This design comes from an exercise in tuning for small area and a short achievable clock period on the open sky130 flow, not from production work. Function was checked by simulation only, so behaviour that the tests miss may differ from the original. Power and IR drop assume default switching activity.

==> flow/design.v (outline; a module is shown in full before it is edited, if it fits) <==
// module fir_filter: 1385 lines
// module fa: 4 lines
// module ha: 4 lines
// module fa1: 4 lines
// module dec2: 3 lines
// module sel3: 3 lines
// module sel2: 3 lines
// module wmux: 3 lines
// module times3: 39 lines
// module cpa: 35 lines
module fir_filter
#(
    parameter NUM_ELEMENTS = 7
)
(
    input clk,
    input rst,
    input [ 7 : 0 ] weight_data,
    input [ 2 : 0 ] weight_idx,
    input weight_valid,
    output weight_ready,
    input [ 7 : 0 ] input_data,
    input input_valid,
    output input_ready,
    output [ 15 : 0 ] output_data,
    input output_ready,
    output output_valid
);
  // ...
==> flow/flow/run.sh <==
#!/bin/bash
# Standard layout, with stronger port buffers and timing repair aimed past the clock period.
set -euo pipefail
export BUFFER_PORTS_ARGS="-buffer_cell ${PORTBUF:-sky130_fd_sc_hd__buf_2}"
export SETUP_SLACK_MARGIN=${MARGIN:-6.5}
bash standard.sh > standard.log 2>&1
==> flow/standard.sh <==
#!/bin/bash
# synth_recipe.tcl (not shown) runs the flow's synth.tcl, then flattens the netlist and writes it again
# the make line also repeats each setting of config.mk as NAME=value (left out here)
make -C /OpenROAD-flow-scripts/flow DESIGN_CONFIG=/design/flow/config.mk WORK_HOME=/design/flow/orfs CLKGATE_MAP_FILE= SYNTH_SCRIPT=/design/flow/synth_recipe.tcl "${@:-finish}"
==> flow/config.mk <==
export PLATFORM = sky130hd
export DESIGN_NAME = fir_filter
export DESIGN_NICKNAME = fir_filter
export VERILOG_FILES = /design/flow/design.v
export SDC_FILE = /design/flow/constraint.sdc
export NUM_CORES = 4
export LEC_CHECK = 0
export CAP_MARGIN = 20
export CORE_MARGIN = 2
export CORE_UTILIZATION = 40
export CTS_BUF_LIST = sky130_fd_sc_hd__clkbuf_4 sky130_fd_sc_hd__clkbuf_8
export SLEW_MARGIN = 20
export SYNTH_HIERARCHICAL = 1
export SYNTH_MINIMUM_KEEP_SIZE = 0
==> flow/constraint.sdc <==
create_clock -name core_clock -period 13.0 [get_ports {clk}]
set_input_delay 2.6000 -clock core_clock [delete_from_list [all_inputs] [get_ports {clk}]]
set_output_delay 2.6000 -clock core_clock [all_outputs]
set_load 0.01 [all_outputs]
==> summary.txt, run 1 <==
Cells and area
  • CLK BUF: 17
  • Most frequent cells in the layout: fa_1, a222oi_1, dfxtp_1
  • Clock-cell share: roughly 2.4%
  • Final Util: 43.9%
  • Area delta synth->final: 8.46%
  • Seq cells: 170
  • Diodes inserted: 0

Placed design
  • Number of port buffers: 37

Pwr
  • Clock share of power: about 15%
  • Worst VDD drop: 211 µV
  • Static leakage: about 0.0049 µW

Clock network
  • Sink Count: between 150 and 200
  • Post-CTS Setup Bufs: 0

Worst setup path
  • Worst path most repeated cell: fa_1
  • Critical Path Stages: 10
  • Critical Path Start: rst
  • R2R Setup Slk: about 7.1 ns
  • WS Path Type: input pin to flip-flop

Status
  • Status: no timing/DRC/antenna violations

Route
  • Drt wl/cell: roughly 28 µm

GRT
  • Global-route wire length before repair: about 69,000 µm
  • Vias in the first global route: 10,740

Yosys
  • Mean Syn Cell Area: around 13 µm²
  • Syn. warnings: 7
  • Post-synthesis cell count: between 1,000 and 1,500
==> run 2: changes to the inputs <==
--- a/flow/design.v
+++ b/flow/design.v
@@ -29,29 +29,43 @@
     reg [7:0] v0;
     reg [7:0] v1;
     reg [7:0] v2;
     reg [7:0] v3;
     reg [7:0] v4;
     reg [7:0] v5;
     wire [7:0] wdr = rst ? 8'd0 : weight_data;
     wire [7:0] wn0;
-    wmux m0 (.s(rst | (weight_valid && weight_idx == 3'd0)), .a(w0), .b(wdr), .y(wn0));
+    wire ld0 = rst | (weight_valid && weight_idx == 3'd0);
+    wire kp0 = ~rst & ~(weight_valid && weight_idx == 3'd0);
+    wsel m0 (.k(kp0), .l(ld0), .a(w0), .b(wdr), .y(wn0));
     wire [7:0] wn1;
-    wmux m1 (.s(rst | (weight_valid && weight_idx == 3'd1)), .a(w1), .b(wdr), .y(wn1));
+    wire ld1 = rst | (weight_valid && weight_idx == 3'd1);
+    wire kp1 = ~rst & ~(weight_valid && weight_idx == 3'd1);
+    wsel m1 (.k(kp1), .l(ld1), .a(w1), .b(wdr), .y(wn1));
     wire [7:0] wn2;
-    wmux m2 (.s(rst | (weight_valid && weight_idx == 3'd2)), .a(w2), .b(wdr), .y(wn2));
+    wire ld2 = rst | (weight_valid && weight_idx == 3'd2);
+    wire kp2 = ~rst & ~(weight_valid && weight_idx == 3'd2);
+    wsel m2 (.k(kp2), .l(ld2), .a(w2), .b(wdr), .y(wn2));
     wire [7:0] wn3;
-    wmux m3 (.s(rst | (weight_valid && weight_idx == 3'd3)), .a(w3), .b(wdr), .y(wn3));
+    wire ld3 = rst | (weight_valid && weight_idx == 3'd3);
+    wire kp3 = ~rst & ~(weight_valid && weight_idx == 3'd3);
+    wsel m3 (.k(kp3), .l(ld3), .a(w3), .b(wdr), .y(wn3));
     wire [7:0] wn4;
-    wmux m4 (.s(rst | (weight_valid && weight_idx == 3'd4)), .a(w4), .b(wdr), .y(wn4));
+    wire ld4 = rst | (weight_valid && weight_idx == 3'd4);
+    wire kp4 = ~rst & ~(weight_valid && weight_idx == 3'd4);
+    wsel m4 (.k(kp4), .l(ld4), .a(w4), .b(wdr), .y(wn4));
     wire [7:0] wn5;
-    wmux m5 (.s(rst | (weight_valid && weight_idx == 3'd5)), .a(w5), .b(wdr), .y(wn5));
+    wire ld5 = rst | (weight_valid && weight_idx == 3'd5);
+    wire kp5 = ~rst & ~(weight_valid && weight_idx == 3'd5);
+    wsel m5 (.k(kp5), .l(ld5), .a(w5), .b(wdr), .y(wn5));
     wire [7:0] wn6;
-    wmux m6 (.s(rst | (weight_valid && weight_idx == 3'd6)), .a(w6), .b(wdr), .y(wn6));
+    wire ld6 = rst | (weight_valid && weight_idx == 3'd6);
+    wire kp6 = ~rst & ~(weight_valid && weight_idx == 3'd6);
+    wsel m6 (.k(kp6), .l(ld6), .a(w6), .b(wdr), .y(wn6));
     always @(posedge clk) begin
         w0 <= wn0;
         w1 <= wn1;
         w2 <= wn2;
         w3 <= wn3;
         w4 <= wn4;
         w5 <= wn5;
         w6 <= wn6;
@@ -786,17 +800,17 @@
     wire p6_3_8;
     sel2 qp6_3_8 (.s(d6_3[2:1]), .a({x6[8], v5[7]}), .y(p6_3_8));
     wire p6_3_9 = ~(d6_3[2] & x6[9]);
     wire s97, c98;
     fa us97 (.a(p0_0_0), .b(p1_0_0), .c(p2_0_0), .s(s97), .co(c98));
     wire s99, c100;
     fa us99 (.a(p3_0_0), .b(p4_0_0), .c(p5_0_0), .s(s99), .co(c100));
     wire s101, c102;
-    fa1 us101 (.a(p0_0_1), .b(p1_0_1), .s(s101), .co(c102));
+    fa us101 (.a(1'b1), .b(p0_0_1), .c(p1_0_1), .s(s101), .co(c102));
     wire s103, c104;
     fa us103 (.a(p2_0_1), .b(p3_0_1), .c(p4_0_1), .s(s103), .co(c104));
     wire s105, c106;
     fa us105 (.a(p0_0_2), .b(p0_1_0), .c(p1_0_2), .s(s105), .co(c106));
     wire s107, c108;
     fa us107 (.a(p1_1_0), .b(p2_0_2), .c(p2_1_0), .s(s107), .co(c108));
     wire s109, c110;
     fa us109 (.a(p3_0_2), .b(p3_1_0), .c(p4_0_2), .s(s109), .co(c110));
@@ -806,17 +820,17 @@
     fa us113 (.a(p0_0_3), .b(p0_1_1), .c(p1_0_3), .s(s113), .co(c114));
     wire s115, c116;
     fa us115 (.a(p1_1_1), .b(p2_0_3), .c(p2_1_1), .s(s115), .co(c116));
     wire s117, c118;
     fa us117 (.a(p3_0_3), .b(p3_1_1), .c(p4_0_3), .s(s117), .co(c118));
     wire s119, c120;
     fa us119 (.a(p4_1_1), .b(p5_0_3), .c(p5_1_1), .s(s119), .co(c120));
     wire s121, c122;
-    fa1 us121 (.a(p0_0_4), .b(p0_1_2), .s(s121), .co(c122));
+    fa us121 (.a(1'b1), .b(p0_0_4), .c(p0_1_2), .s(s121), .co(c122));
     wire s123, c124;
     fa us123 (.a(p0_2_0), .b(p1_0_4), .c(p1_1_2), .s(s123), .co(c124));
     wire s125, c126;
     fa us125 (.a(p1_2_0), .b(p2_0_4), .c(p2_1_2), .s(s125), .co(c126));
     wire s127, c128;
     fa us127 (.a(p2_2_0), .b(p3_0_4), .c(p3_1_2), .s(s127), .co(c128));
     wire s129, c130;
     fa us129 (.a(p3_2_0), .b(p4_0_4), .c(p4_1_2), .s(s129), .co(c130));
@@ -834,17 +848,17 @@
     fa us141 (.a(p3_0_5), .b(p3_1_3), .c(p3_2_1), .s(s141), .co(c142));
     wire s143, c144;
     fa us143 (.a(p4_0_5), .b(p4_1_3), .c(p4_2_1), .s(s143), .co(c144));
     wire s145, c146;
     fa us145 (.a(p5_0_5), .b(p5_1_3), .c(p5_2_1), .s(s145), .co(c146));
     wire s147, c148;
     fa us147 (.a(p6_0_5), .b(p6_1_3), .c(p6_2_1), .s(s147), .co(c148));
     wire s149, c150;
-    fa1 us149 (.a(p0_0_6), .b(p0_1_4), .s(s149), .co(c150));
+    fa us149 (.a(1'b1), .b(p0_0_6), .c(p0_1_4), .s(s149), .co(c150));
     wire s151, c152;
     fa us151 (.a(p0_2_2), .b(p0_3_0), .c(p1_0_6), .s(s151), .co(c152));
     wire s153, c154;
     fa us153 (.a(p1_1_4), .b(p1_2_2), .c(p1_3_0), .s(s153), .co(c154));
     wire s155, c156;
     fa us155 (.a(p2_0_6), .b(p2_1_4), .c(p2_2_2), .s(s155), .co(c156));
     wire s157, c158;
     fa us157 (.a(p2_3_0), .b(p3_0_6), .c(p3_1_4), .s(s157), .co(c158));
@@ -888,17 +902,17 @@
     fa us195 (.a(p3_3_2), .b(p4_0_8), .c(p4_1_6), .s(s195), .co(c196));
     wire s197, c198;
     fa us197 (.a(p4_2_4), .b(p4_3_2), .c(p5_0_8), .s(s197), .co(c198));
     wire s199, c200;
     fa us199 (.a(p5_1_6), .b(p5_2_4), .c(p5_3_2), .s(s199), .co(c200));
     wire s201, c202;
     fa us201 (.a(p6_0_8), .b(p6_1_6), .c(p6_2_4), .s(s201), .co(c202));
     wire s203, c204;
-    fa1 us203 (.a(p0_0_9), .b(p0_1_7), .s(s203), .co(c204));
+    fa us203 (.a(1'b1), .b(p0_0_9), .c(p0_1_7), .s(s203), .co(c204));
     wire s205, c206;
     fa us205 (.a(p0_2_5), .b(p0_3_3), .c(p1_0_9), .s(s205), .co(c206));
     wire s207, c208;
     fa us207 (.a(p1_1_7), .b(p1_2_5), .c(p1_3_3), .s(s207), .co(c208));
     wire s209, c210;
     fa us209 (.a(p2_0_9), .b(p2_1_7), .c(p2_2_5), .s(s209), .co(c210));
     wire s211, c212;
     fa us211 (.a(p2_3_3), .b(p3_0_9), .c(p3_1_7), .s(s211), .co(c212));
@@ -906,17 +920,17 @@
     fa us213 (.a(p3_2_5), .b(p3_3_3), .c(p4_0_9), .s(s213), .co(c214));
     wire s215, c216;
     fa us215 (.a(p4_1_7), .b(p4_2_5), .c(p4_3_3), .s(s215), .co(c216));
     wire s217, c218;
     fa us217 (.a(p5_0_9), .b(p5_1_7), .c(p5_2_5), .s(s217), .co(c218));
     wire s219, c220;
     fa us219 (.a(p5_3_3), .b(p6_0_9), .c(p6_1_7), .s(s219), .co(c220));
     wire s221, c222;
-    fa1 us221 (.a(p0_1_8), .b(p0_2_6), .s(s221), .co(c222));
+    fa us221 (.a(1'b1), .b(p0_1_8), .c(p0_2_6), .s(s221), .co(c222));
     wire s223, c224;
     fa us223 (.a(p0_3_4), .b(p1_1_8), .c(p1_2_6), .s(s223), .co(c224));
     wire s225, c226;
     fa us225 (.a(p1_3_4), .b(p2_1_8), .c(p2_2_6), .s(s225), .co(c226));
     wire s227, c228;
     fa us227 (.a(p2_3_4), .b(p3_1_8), .c(p3_2_6), .s(s227), .co(c228));
     wire s229, c230;
     fa us229 (.a(p3_3_4), .b(p4_1_8), .c(p4_2_6), .s(s229), .co(c230));
@@ -934,41 +948,41 @@
     fa us241 (.a(p3_1_9), .b(p3_2_7), .c(p3_3_5), .s(s241), .co(c242));
     wire s243, c244;
     fa us243 (.a(p4_1_9), .b(p4_2_7), .c(p4_3_5), .s(s243), .co(c244));
     wire s245, c246;
     fa us245 (.a(p5_1_9), .b(p5_2_7), .c(p5_3_5), .s(s245), .co(c246));
     wire s247, c248;
     fa us247 (.a(p6_1_9), .b(p6_2_7), .c(p6_3_5), .s(s247), .co(c248));
     wire s249, c250;
-    fa1 us249 (.a(p0_2_8), .b(p0_3_6), .s(s249), .co(c250));
+    fa us249 (.a(1'b1), .b(p0_2_8), .c(p0_3_6), .s(s249), .co(c250));
     wire s251, c252;
     fa us251 (.a(p1_2_8), .b(p1_3_6), .c(p2_2_8), .s(s251), .co(c252));
     wire s253, c254;
     fa us253 (.a(p2_3_6), .b(p3_2_8), .c(p3_3_6), .s(s253), .co(c254));
     wire s255, c256;
     fa us255 (.a(p4_2_8), .b(p4_3_6), .c(p5_2_8), .s(s255), .co(c256));
     wire s257, c258;
     fa us257 (.a(p5_3_6), .b(p6_2_8), .c(p6_3_6), .s(s257), .co(c258));
     wire s259, c260;
-    fa1 us259 (.a(p0_2_9), .b(p0_3_7), .s(s259), .co(c260));
+    fa us259 (.a(1'b1), .b(p0_2_9), .c(p0_3_7), .s(s259), .co(c260));
     wire s261, c262;
     fa us261 (.a(p1_2_9), .b(p1_3_7), .c(p2_2_9), .s(s261), .co(c262));
     wire s263, c264;
     fa us263 (.a(p2_3_7), .b(p3_2_9), .c(p3_3_7), .s(s263), .co(c264));
     wire s265, c266;
     fa us265 (.a(p4_2_9), .b(p4_3_7), .c(p5_2_9), .s(s265), .co(c266));
     wire s267, c268;
     fa us267 (.a(p5_3_7), .b(p6_2_9), .c(p6_3_7), .s(s267), .co(c268));
     wire s269, c270;
     fa us269 (.a(p0_3_8), .b(p1_3_8), .c(p2_3_8), .s(s269), .co(c270));
     wire s271, c272;
     fa us271 (.a(p3_3_8), .b(p4_3_8), .c(p5_3_8), .s(s271), .co(c272));
     wire s273, c274;
-    fa1 us273 (.a(p0_3_9), .b(p1_3_9), .s(s273), .co(c274));
+    fa us273 (.a(1'b1), .b(p0_3_9), .c(p1_3_9), .s(s273), .co(c274));
     wire s275, c276;
     fa us275 (.a(p2_3_9), .b(p3_3_9), .c(p4_3_9), .s(s275), .co(c276));
     wire s277, c278;
     fa us277 (.a(s97), .b(s99), .c(p6_0_0), .s(s277), .co(c278));
     wire s279, c280;
     fa us279 (.a(c98), .b(c100), .c(s101), .s(s279), .co(c280));
     wire s281, c282;
     fa us281 (.a(s103), .b(p5_0_1), .c(p6_0_1), .s(s281), .co(c282));
@@ -1441,16 +1455,19 @@
     wire g2_7 = g1_7 | (p1_7 & g1_3);
     wire p2_7 = p1_7 & p1_3;
     wire g3_8 = g[8] | (p[8] & g2_7);
     wire p3_8 = p[8] & p2_7;
     wire g3_9 = g0_9 | (p0_9 & g2_7);
     wire p3_9 = p0_9 & p2_7;
     assign s = p ^ {g3_8, g2_7, g2_6, g2_5, g2_4, g1_3, g1_2, g0_1, g[0], 1'b0};
 endmodule
+module wsel (input k, input l, input [7:0] a, input [7:0] b, output [7:0] y);
+    assign y = (a & {8{k}}) | (b & {8{l}});
+endmodule
 module cpa (input [24:0] x, output [15:0] s);
     wire [15:0] a = {x[15], x[14], x[13], x[12], x[11], x[10], x[9], x[8], x[7], x[6], x[5], x[4], x[3], x[2], x[1], x[0]};
     wire [15:0] b = {x[24], x[23], x[22], x[21], x[20], x[19], x[18], x[17], x[16], 1'b0, 1'b0, 1'b0, 1'b0, 1'b0, 1'b0, 1'b0};
     wire [15:0] p = a ^ b;
     wire [15:0] g0 = a & b, p0 = p;
     wire [15:0] g1, p1, g2, p2, g3, p3, g4, p4;
     genvar i;
     generate for (i = 0; i < 16; i = i + 1) begin : pf
==> run 2 against run 1 <==
Global-route usage fell by 1.1 points. Sequential share of layout area rose by 0.48 points. Clock skew rose by 0.0026 ns. Fmax fell by 0.33%. Setup slack got worse by 0.021 ns. Core utilization rose by 0.074 points. Via count fell by 1.0%. Wire length fell by 3.2%. Register-to-register slack improved by 0.02 ns. Hold slack improved by 0.040 ns. Flip-flop and latch count did not move. Combinational power barely moved.
==> summary.txt, run 2 <==
Status
  • Status: no timing/DRC/antenna violations (unchanged)

Clock network
  • CTS buffer count: 17 (unchanged)
  • Clock Pin Slew Worst Setup and Hold Paths: 0.10 ns (was 0.11 ns)
  • CTS tree: yes (unchanged)
  • Htree depth: 4 (unchanged)
  • Cts hold-fix bufs: 0 (unchanged)
  • Worst-Skew Late Latency: 0.49 ns (was 0.51 ns)
  • Sink Count: 170 (unchanged)
  • Root buffer cell: clkbuf_8 (unchanged)
  • Maximum clock path buffer count: 2 (unchanged)

Timing
  • Final Hold Fails: 0 (unchanged)
  • F_max: 155 MHz (was 156 MHz)
  • Post-layout minimum cycle time: 6.45 ns (was 6.43 ns)
  • TNS Setup: 0 ns (unchanged)
  • Hold slack: 0.537 ns (was 0.496 ns)
  • Final Setup Violations: 0 (unchanged)
  • Tightest Pin Transition: 0.796 ns (was 0.715 ns)
  • RSZ-0062 raised after global routing: true (unchanged)
  • Clock Skew: 0.0218 ns (was 0.0192 ns)
  • Tcrit/Tclk final: 49.6% (was 49.4%)
  • Max_slew headroom: 46.9% (was 52.3%)
  • Max-slew violation count: 0 (unchanged)

Worst setup path
  • Reg2reg path depth: 12 (was 13)
  • CP Max Fanout: 70 (was 63)
  • CP Launch Type: input pin (unchanged)
  • Worst Path Arrival: 6.82 ns (was 6.81 ns)
  • WS Path Type: input pin to flip-flop (unchanged)
  • Setup crit end kind: flip-flop (unchanged)
  • WP data required: 13.37 ns (was 13.38 ns)

Route
  • Vias: 10,265 (was 10,371)
  • Total wire length: 43,300 µm (was 44,800 µm)
  • Pre-antenna DRT Iters: 13 (was 11)
  • DRC viols: 0 (unchanged)
  • Drt wl/cell: 27.1 µm (was 27.6 µm)
  • Starting DRT DRC Count: 2,034 (was 2,299)
  • Via density: 6.43 (was 6.39)
  • ANT nets after route: 0 (unchanged)

Floorplan
  • IO Pins: 43 (unchanged)
  • DIE HEIGHT: 194 µm (was 196 µm)
  • Die outline width: 194 µm (was 196 µm)
  • Initial Util: 40.7% (was 40.5%)
  • Core area: 35,600 µm² (was 36,400 µm²)
  • Rows: 69 (was 70)
  • Die area: 37,700 µm² (was 38,500 µm²)

Pwr
  • Total power: 2570 µW (was 2590 µW)
  • Worst VDD drop: 211 µV (about the same)
  • Sw frac: 43.6% (was 43.2%)
  • Reg power frac: 24.4% (was 24.2%)
  • Net Switching: 1120 µW (about the same)
  • Comb pwr share: 61.0% (about the same)
  • P per Cell Area: 164 nW/µm² (was 162 nW/µm²)
  • Clock share of power: 14.6% (was 14.8%)
  • Static leakage: 0.00449 µW (was 0.00490 µW)
  • Int Power: 1450 µW (was 1470 µW)

Job
  • Max-cap violations: 0 (unchanged)

Placed design
  • Gpl congestion: 0.937 (was 0.948)
  • Post-DP HPWL: 35,300 µm (was 35,900 µm)
  • Number of port buffers: 37 (unchanged)

Cells and area
  • Area delta synth->final: 8.11% (was 8.46%)
  • Diodes inserted: 0 (unchanged)
  • Layout cells sized above 1: 18.1% (was 21.8%)
  • Commonest non-fill, non-tap cell in the layout: fa_1 (unchanged)
  • Most frequent cells in the layout: fa_1, a222oi_1, dfxtp_1 (unchanged)
  • Nets: 1,476 (was 1,496)

GRT
  • Global-route wire length before repair: 66,000 µm (was 68,600 µm)
  • Initial antenna violation count: 0 (unchanged)
  • GRT overflow: 0 (unchanged)
  • Vias in the first global route: 10,709 (was 10,740)
  • Pin count of the biggest net entering global routing: 71 (was 64)
  • GRT Util Overall: 23.2% (was 24.3%)

Min path
  • Hold Crit Depth: 1 (unchanged)
  • HP Class: flip-flop to flip-flop (unchanged)

Yosys
  • Mean Syn Cell Area: 13.4 µm² (was 13.5 µm²)
  • Post-synthesis cell count: 1,080 (was 1,096)
  • Synthesized area: 14,500 µm² (was 14,800 µm²)
  • Syn. warnings: 7 (unchanged)
[run 2: worst max-delay path, stage by stage]
cell and delay, ns:
buf_2 0.10, clkbuf_8 0.37, a31oi_2 0.51, a22o_1 0.34, nor2b_1 0.55, a222oi_1 0.26
fa_1 0.52, fa_1 0.59, fa_1 0.46, fa_1 0.49
[run 2: final timing paths]
kind	startpoint	to	slack [ns]
hold / removal	w3[5]$_DFF_P_	w3[5]$_DFF_P_	0.54
setup / recovery	rst	q47$_DFF_P_	6.55
setup reg to reg	v1[1]$_SDFF_PP0_	q27$_DFF_P_	7.14
hold reg to reg	w3[5]$_DFF_P_	w3[5]$_DFF_P_	0.54
[run 2: power by group through the flow]
stage               logic (µW)  registers [µW]  clock network [µW]
finish                    1570             626                 375
global route              1770             634                 403
CTS                       1500             627                 385
detailed placement        1440             638                   0
global placement          1440             636                   0
floorplan                  977             628                   0
[run 2: timing repair]
item | in CTS | in global routing
setup buffers | 0 | 1
endpoints found under the setup margin | 53 | 51
pin swaps | 5 | 8
gates resized for setup | 13 | 39
[run 2: cell type report]
cell class | instances | area, µm²
Clock buffer | 17 | 234
Multi-Input combinational cell | 880 | 11000
Inverter | 14 | 52.6
Clock inverter | 15 | 135
Fill cell | 3311 | 19900
Tap cell | 461 | 577
Sequential cell | 170 | 3400
Timing Repair Buffer | 39 | 206
[run 2: per-layer routing]
metal	up-vias	wire length, µm	track usage, %
li1	4354	-	-
met1	5293	17600	30.2
met2	546	21100	39.6
met3	72	3490	4.14
met4	0	1150	6.59
met5	-	0	0
[run 2: per-stage QoR]
step                worst slack [ns]  utilization, %  instances  area (µm²)
floorplan                       6.74               -       1090       14500
global placement                5.70            42.3       1563       15100
detailed placement              5.65            42.3       1563       15100
CTS                             6.45            43.5       1595       15500
global route                    6.43            44.0       1596       15700
finish                          6.55            44.0       1596       15700
==> run 3: changes to the inputs <==
==> flow/flow/run.sh (replaced) <==
#!/bin/bash
# Standard layout, with stronger port buffers and timing repair aimed past the clock period.
set -euo pipefail
export BUFFER_PORTS_ARGS="-buffer_cell ${PORTBUF:-sky130_fd_sc_hd__buf_2}"
export SETUP_SLACK_MARGIN=${MARGIN:-6.6}
bash standard.sh > standard.log 2>&1
--- a/flow/config.mk
+++ b/flow/config.mk
@@ -9,5 +9,5 @@
 export CORE_MARGIN = 2
 export CORE_UTILIZATION = 40
-export CTS_BUF_LIST = sky130_fd_sc_hd__clkbuf_4 sky130_fd_sc_hd__clkbuf_8
+export CTS_BUF_LIST = sky130_fd_sc_hd__clkbuf_8
 export SLEW_MARGIN = 20
 export SYNTH_HIERARCHICAL = 1
==> run 3 against run 2 <==
Setup slack improved by 0.067 ns. Via count rose by 0.17%. Die area did not move. Fmax rose by 1.1%. Clock skew fell by 0.00060 ns. Core utilization rose by 0.14 points. Global-route usage rose by 0.068 points. Synthesized cell count did not move. Flip-flop and latch count did not move. Sequential share of layout area fell by 0.063 points. Critical endpoint is now q12$_DFF_P_.
==> summary.txt, run 3 <==
Status
  • Status: no timing/DRC/antenna violations (unchanged)

GRT
  • Vias in the first global route: 10,702 (was 10,709)
  • Initial antenna violation count: 0 (unchanged)
  • GRT Util Overall: 23.3% (was 23.2%)
  • GRT overflow: 0 (unchanged)
  • Global-route wire length before repair: 66,200 µm (was 66,000 µm)
  • Pin count of the biggest net entering global routing: 71 (unchanged)

Worst setup path
  • Buf/Inv on CP: 1 (was 2)
  • Critical Path Max Stage Delay: 0.66 ns (was 0.59 ns)
  • WP data required: 13.37 ns (about the same)
  • Setup crit end kind: flip-flop (unchanged)
  • R2R Setup Slk: 7.13 ns (was 7.14 ns)
  • Worst Path Arrival: 6.75 ns (was 6.82 ns)
  • Worst path most repeated cell: fa_1 (unchanged)
  • CP top delay family: adder cells (unchanged)
  • Crit-path cells: clkbuf_4, ha_4, a21o_1, a21o_2, fa_1, xor2_1, a222oi_1, fa_2, fa_1, fa_1, fa_1 (was buf_2, clkbuf_8, a31oi_2, a22o_1, nor2b_1, a222oi_1, fa_1, fa_1, fa_1, fa_1)
  • Reg2reg end: q27$_DFF_P_ (unchanged)
  • Slowest cell on crit path: fa_2 (was fa_1)
  • Reg-to-Reg Start: v1[1]$_SDFF_PP0_ (unchanged)
  • CP Max Fanout: 12 (was 70)
  • WS Path Type: input pin to flip-flop (unchanged)
  • CP Launch Type: input pin (unchanged)
  • Reg2reg path depth: 12 (unchanged)

Placed design
  • Number of port buffers: 37 (unchanged)
  • Setup Slack @ Placement: 5.65 ns (unchanged)
  • Post-DP HPWL: 35,300 µm (unchanged)
  • Gpl congestion: 0.937 (unchanged)

Clock network
  • Clock Pin Slew Worst Setup and Hold Paths: 0.10 ns (about the same)
  • Sink Count: 170 (unchanged)
  • CTS buffer count: 17 (unchanged)
  • CTS tree: yes (unchanged)
  • Htree depth: 4 (unchanged)
  • Worst-Skew Late Latency: 0.49 ns (about the same)
  • Cts hold-fix bufs: 0 (unchanged)
  • Root buffer cell: clkbuf_8 (unchanged)
  • Maximum clock path buffer count: 2 (unchanged)

Route
  • Via density: 6.43 (about the same)
  • DRC viols: 0 (unchanged)
  • Starting DRT DRC Count: 2,144 (was 2,034)
  • Pre-antenna DRT Iters: 13 (unchanged)
  • Drt wl/cell: 27.1 µm (about the same)
  • Total wire length: 43,300 µm (about the same)
  • ANT nets after route: 0 (unchanged)
  • Vias: 10,282 (was 10,265)

Job
  • Max-cap violations: 0 (unchanged)

Timing
  • TNS Setup: 0 ns (unchanged)
  • Tcrit/Tclk final: 49.1% (was 49.6%)
  • Max-slew violation count: 0 (unchanged)
  • Final Setup Violations: 0 (unchanged)
  • Tightest Pin Transition: 0.743 ns (was 0.796 ns)
  • F_max: 157 MHz (was 155 MHz)
  • Setup WS post-layout: 6.62 ns (was 6.55 ns)
  • Hold slack: 0.535 ns (was 0.537 ns)
  • Final Hold Fails: 0 (unchanged)
  • Max_slew headroom: 50.5% (was 46.9%)
  • RSZ-0062 raised after global routing: true (unchanged)
  • Post-layout minimum cycle time: 6.38 ns (was 6.45 ns)
  • Clock Skew: 0.0212 ns (was 0.0218 ns)

Cells and area
  • Commonest non-fill, non-tap cell in the layout: fa_1 (unchanged)
  • Layout cells sized above 1: 18.8% (was 18.1%)
  • Diodes inserted: 0 (unchanged)
  • Area delta synth->final: 8.46% (was 8.11%)
  • Nets: 1,479 (was 1,476)
  • Most frequent cells in the layout: fa_1, a222oi_1, dfxtp_1 (unchanged)
  • Final Util: 44.2% (was 44.0%)

Min path
  • Hold Path End: w3[5]$_DFF_P_ (unchanged)
  • Origin of the worst min-delay path: w3[5]$_DFF_P_ (unchanged)
  • HP Class: flip-flop to flip-flop (unchanged)
  • Hold Crit Depth: 1 (unchanged)

Pwr
  • Worst VDD drop: 208 µV (was 211 µV)
  • Static leakage: 0.00451 µW (was 0.00449 µW)
  • P per Cell Area: 166 nW/µm² (was 164 nW/µm²)

Floorplan
  • Rows: 69 (unchanged)
  • Die area: 37,700 µm² (unchanged)
  • Die outline width: 194 µm (unchanged)
  • IO Pins: 43 (unchanged)
  • Initial Util: 40.7% (unchanged)
  • DIE HEIGHT: 194 µm (unchanged)
  • Core area: 35,600 µm² (unchanged)

Yosys
  • Synthesized area: 14,500 µm² (unchanged)
  • Syn. warnings: 7 (unchanged)
  • Mean Syn Cell Area: 13.4 µm² (unchanged)
  • Post-synthesis cell count: 1,080 (unchanged)
-- run 3: worst reg2reg max path: stages, from the launching register on --
cell,delay [ns]
dfxtp_1,0.45
ha_1,0.28
fa_1,0.40
fa_1,0.39
fa_1,0.39
fa_1,0.40
fa_1,0.40
fa_1,0.54
a222oi_1,0.40
fa_1,0.55
fa_1,0.56
fa_1,0.48
fa_1,0.50
-- run 3: routing by layer --
layer	routed length [µm]	part of all wire [%]	GRT usage [%]	vias to the layer above
li1	-	-	-	4365
met1	17600	41	30.4	5308
met2	21100	49	39.8	533
met3	3480	8.0	4.14	76
met4	1140	2.6	6.37	0
met5	0	0	0	-
-- run 3: stage by stage --
| step | total power (µW) | std cells | area (µm²) |
|---|---|---|---|
| 6_report | 2610 | 1599 | 15700 |
| 3_3_place_gp | 2080 | 1563 | 15100 |
| 3_5_place_dp | 2080 | 1563 | 15100 |
| 2_1_floorplan | 1610 | 1090 | 14500 |
| 4_1_cts | 2610 | 1596 | 15600 |
| 5_1_grt | 2850 | 1599 | 15700 |
-- run 3: how the worst max path moves through the flow --
stage,slack (ns),from,cells past startpoint,end
after floorplan,6.74,input_data[1],10,q12$_DFF_P_
after global placement,5.70,rst,10,q12$_DFF_P_
after detailed placement,5.65,rst,10,q12$_DFF_P_
after CTS,6.55,rst,10,q12$_DFF_P_
after global routing,6.46,q24$_DFF_P_,10,output_data[15]
final,6.62,input_data[1],11,q12$_DFF_P_
-- run 3: layout make-up --
cell class | count | area [µm²]
Timing Repair Buffer | 42 | 240
Tap cell | 461 | 577
Clock inverter | 15 | 135
Clock buffer | 17 | 234
Sequential cell | 170 | 3410
Fill cell | 3318 | 19900
Multi-Input combinational cell | 880 | 11100
Inverter | 14 | 52.6
-- run 3: what timing repair did --
action | in CTS | in global routing
endpoints found under the setup margin | 59 | 57
buffers inserted | 1 | 3
pin swaps | 7 | 17
resized for setup | 26 | 33
-- run 3: power by group --
part	switching [µW]	internal, µW	leakage, µW
clock	236	140	0.000188
sequential	39.5	587	0.00140
combinational	857	747	0.00293

[separate check: timing with driven ports]
The results above use ideal ports. As a check the final layouts listed here were re-extracted and re-timed, cells and wires unchanged.
Step 1, drivers: a clkbuf_16 drives clk and a buf_2 each remaining input, both assumed.
Step 2 times the ports against the registers' clock, not the clock port: input delays grow and output delays shrink by t, the midpoint of the rising clock arrivals with the driver on.
Three values: ideal, step 1, step 2; two values: the first two.
run | shift t [ns] | setup WS [ns] | worst setup path after step 2 | worst register clock-pin slew, ns | cell pins on the clock port's net
run 1 | 0.548 | 6.572 / 6.577 / 6.047 | input to register | 0.11 / 0.11 | 1
run 2 | 0.531 | 6.551 / 6.529 / 6.051 | input to register | 0.12 / 0.12 | 1
run 3 | 0.530 | 6.619 / 6.584 / 6.117 | input to register | 0.12 / 0.12 | 1
After both steps every run listed still meets setup and hold. The setup slack of run 1, which loses most, moves by +0.005 ns with the drivers and by -0.525 ns with both steps.
